This design comes from an exercise in tuning for small area on the open sky130 flow, not from production work.
Function was checked by simulation only, so behaviour that the tests miss may differ from the original.
No activity file was given, so power comes from the tool's default toggle rates.

Design gen_fifo_ctrl_mult_ch_top, start of the top module:
module gen_fifo_ctrl_mult_ch_top #(
   parameter           CH_N         =    8 ,  
   parameter           ADD_W        =    8 ,  
   parameter           DAT_W        =   32 ,  
   parameter           RQST_CRDT_N  =    8 ,  
   parameter bit [0:0] RR_ARB_OPT   = 1'b1 ,  
   parameter           DLY_USER2MEM =    0 ,  
   parameter           DLY_MEM2USER =    1 ,  
   localparam RQST_CRDT_W = $clog2(RQST_CRDT_N) + 1 ,  
   localparam CH_W        = $clog2(CH_N)            ,  
   localparam CNT_W       = ADD_W + 1                  
)(
   input  logic                              clk               ,  
   input  logic                              rst_n             ,  
   input  logic [CH_N-1:0][ADD_W       -1:0] cfg_vec_dat_base  ,  
   input  logic [CH_N-1:0][CNT_W       -1:0] cfg_vec_dat_size  ,  
   input  logic [CH_N-1:0][CNT_W       -1:0] cfg_vec_dat_af_th ,  
   input  logic [CH_N-1:0][CNT_W       -1:0] cfg_vec_dat_ae_th ,  
   input  logic [CH_N-1:0][RQST_CRDT_W -1:0] cfg_vec_crd_af_th ,  
   input  logic [CH_N-1:0][RQST_CRDT_W -1:0] cfg_vec_crd_ae_th ,  
   input  logic                              clr_rqst          ,  
   input  logic           [CH_W        -1:0] clr_ch_num        ,  
   input  logic                              rd_rqst           ,  
   input  logic           [CH_W        -1:0] rd_ch_num         ,  
   input  logic                              usr_in_vld        ,  
   input  logic           [CH_W        -1:0] usr_in_ch_num     ,  
   input  logic           [DAT_W       -1:0] usr_in_dat        ,  
   output logic                              usr_out_vld       ,  
   output logic           [CH_W        -1:0] usr_out_ch_num    ,  
   output logic           [DAT_W       -1:0] usr_out_dat       ,  
   output logic [CH_N-1:0][CNT_W       -1:0] sts_vec_dat_count ,  
   output logic [CH_N-1:0]                   sts_vec_dat_full  ,  
   output logic [CH_N-1:0]                   sts_vec_dat_af    ,  
   output logic [CH_N-1:0]                   sts_vec_dat_ae    ,  
   output logic [CH_N-1:0]                   sts_vec_dat_empty ,  
   output logic [CH_N-1:0][RQST_CRDT_W -1:0] sts_vec_crd_count ,  
   output logic [CH_N-1:0]                   sts_vec_crd_full  ,  
   output logic [CH_N-1:0]                   sts_vec_crd_af    ,  
   output logic [CH_N-1:0]                   sts_vec_crd_ae    ,  
   output logic [CH_N-1:0]                   sts_vec_crd_empty ,  
   output logic [CH_N-1:0]                   err_vec_dat_ovfl  ,  
   output logic [CH_N-1:0]                   err_vec_dat_udfl  ,  
   output logic [CH_N-1:0]                   err_vec_rqst_ovfl ,  
   output logic [CH_N-1:0]                   err_vec_rqst_udfl ,  
   output logic                              err_clr_rqst_ovfl ,  
   output logic                              func_ch_clrd      ,  
   output logic                              mem_cs            ,  
   output logic                              mem_wen           ,  
   output logic           [ADD_W       -1:0] mem_add           ,  
   output logic           [DAT_W       -1:0] mem_dat_in        ,  
   input  logic           [DAT_W       -1:0] mem_dat_out          
);
clock: 10.0 ns
lec_check: 0
cap_margin: 5
core_area: 2 2 198 198
die_area: 0 0 200 200
slew_margin: 5
standard.sh (not shown) runs the stock make flow with config.mk's settings and CLKGATE_MAP_FILE= SYNTH_SCRIPT=/design/flow/synth_recipe.tcl, a recipe that flattens the netlist after the stock synthesis.
==> flow/flow/run.sh <==
#!/bin/bash
# Standard ORFS flow (the standard.sh) with:
#  - synthesis as standard (same ORFS synth.tcl and synth_recipe.tcl, so the
#    same registers and names), except that ABC maps with flow/abc_relaxed.script:
#    an area-oriented script (fraig, scorr, dc2, dch, then &nf with delay
#    relaxation -R 1000, followed by ORFS's usual buffering and sizing steps),
#  - I/O port buffers made from the smallest buffer cell,
#  - clock tree built from larger sink clusters and without dummy loads.
# Each step's full log is kept by ORFS under orfs/logs/; make's output goes to
# standard_flow.log in this folder.
set -euo pipefail
W=$PWD
mkdir -p "$W/mysyn"
# synth.tcl sourcing the modified preamble
sed "s|source \$::env(SCRIPTS_DIR)/synth_preamble.tcl|source $W/mysyn/synth_preamble.tcl|" \
  "$FLOW_HOME/scripts/synth.tcl" > "$W/mysyn/synth.tcl"
# preamble choosing the relaxed ABC script
sed "s|set abc_script \$::env(SCRIPTS_DIR)/abc_speed.script|set abc_script $W/flow/abc_relaxed.script|" \
  "$FLOW_HOME/scripts/synth_preamble.tcl" > "$W/mysyn/synth_preamble.tcl"
grep -q "abc_relaxed.script" "$W/mysyn/synth_preamble.tcl"
grep -q "mysyn/synth_preamble.tcl" "$W/mysyn/synth.tcl"
# The standard flow's synthesis script, sourcing the modified synth.tcl
sed "s|source \$::env(SCRIPTS_DIR)/synth.tcl|source $W/mysyn/synth.tcl|" \
  "$W/synth_recipe.tcl" > "$W/mysyn/synth_recipe.tcl"
grep -q "mysyn/synth.tcl" "$W/mysyn/synth_recipe.tcl"
# The standard.sh with that synthesis script
sed "s|SYNTH_SCRIPT=[^ ]*|SYNTH_SCRIPT=$W/mysyn/synth_recipe.tcl|" "$W/standard.sh" > "$W/mysyn/standard.sh"
grep -q "mysyn/synth_recipe.tcl" "$W/mysyn/standard.sh"
export BUFFER_PORTS_ARGS="-buffer_cell sky130_fd_sc_hd__buf_1"
export CTS_ARGS="-sink_clustering_enable -repair_clock_nets -buf_list sky130_fd_sc_hd__clkbuf_8 -sink_clustering_size 14 -sink_clustering_max_diameter 60 -dont_use_dummy_load"
bash "$W/mysyn/standard.sh" > standard_flow.log 2>&1
==> flow/flow/abc_relaxed.script <==
strash
&get -n
&fraig -x
&put
scorr
dc2
strash
&get -n
&dch -f
&nf -R 1000 -F 8 -C 32
&put
buffer -c
topo
stime -c
upsize -c
dnsize -c
==> next run, changes <==
--- a/flow/flow/run.sh
+++ b/flow/flow/run.sh
@@ -5,4 +5,6 @@
 #    an area-oriented script (fraig, scorr, dc2, dch, then &nf with delay
 #    relaxation -R 1000, followed by ORFS's usual buffering and sizing steps),
+#    and with no separate adder mapping (ADDER_MAP_FILE empty), so that ABC
+#    maps the adders together with the rest of the logic,
 #  - I/O port buffers made from the smallest buffer cell,
 #  - clock tree built from larger sink clusters and without dummy loads.
@@ -27,4 +29,5 @@
 sed "s|SYNTH_SCRIPT=[^ ]*|SYNTH_SCRIPT=$W/mysyn/synth_recipe.tcl|" "$W/standard.sh" > "$W/mysyn/standard.sh"
 grep -q "mysyn/synth_recipe.tcl" "$W/mysyn/standard.sh"
+export ADDER_MAP_FILE=
 export BUFFER_PORTS_ARGS="-buffer_cell sky130_fd_sc_hd__buf_1"
 export CTS_ARGS="-sink_clustering_enable -repair_clock_nets -buf_list sky130_fd_sc_hd__clkbuf_8 -sink_clustering_size 14 -sink_clustering_max_diameter 60 -dont_use_dummy_load"
Total power shrinks by a few percent.
Wire length falls slightly.
Clock power came out higher by a few percent.
==> next run, changes <==
--- a/flow/flow/run.sh
+++ b/flow/flow/run.sh
@@ -4,5 +4,6 @@
 #    same registers and names), except that ABC maps with flow/abc_relaxed.script:
 #    an area-oriented script (fraig, scorr, dc2, dch, then &nf with delay
-#    relaxation -R 1000, followed by ORFS's usual buffering and sizing steps),
+#    relaxation -R 1000, followed by ORFS's buffering and down-sizing steps but
+#    no up-sizing, left to the placement's timing repair),
 #    and with no separate adder mapping (ADDER_MAP_FILE empty), so that ABC
 #    maps the adders together with the rest of the logic,
==> flow/flow/abc_relaxed.script (replaced) <==
strash
&get -n
&fraig -x
&put
scorr
dc2
strash
&get -n
&dch -f
&nf -R 1000 -F 8 -C 32
&put
buffer -c
topo
stime -c
dnsize -c
- CAP_MARGIN: 5 -> 20
- SLEW_MARGIN: 5 -> 20
Result:
- The new run passed the timing, design-rule and antenna checks
- wire length climbs by 1.2%
- sequential share of layout area drops by 0.19 points
- global-route usage climbs by 0.48 points
- synthesized area drops by 1.6%
- clock power climbs by about 2%

[re-timing with driven ports]
In the flow no input, the clock included, has a driving cell. The finished layouts below were timed again as built, in two steps. Step 1: set_driving_cell puts a clkbuf_16 on clk and a buf_2 on each other input, an assumption about the parent block. Step 2 also shifts input and output timing later by t, the mid clock arrival at the registers, as if the neighbouring blocks saw the same clock. Three values: ideal, step 1, step 2; two values: the first two.
run | t (ns) | slack for setup (ns) | pins driven straight from the clock port
the first run | 0.567 | 0.472 / 0.427 / 0.427 | 1
the second run | 0.575 | 0.351 / 0.307 / 0.307 | 1
the third run | 0.571 | 0.327 / 0.276 / 0.276 | 1
After both steps setup and hold are still met in every run listed. For the third run, which loses most, drivers alone change the setup slack by -0.051 ns; drivers and shift together by -0.051 ns.
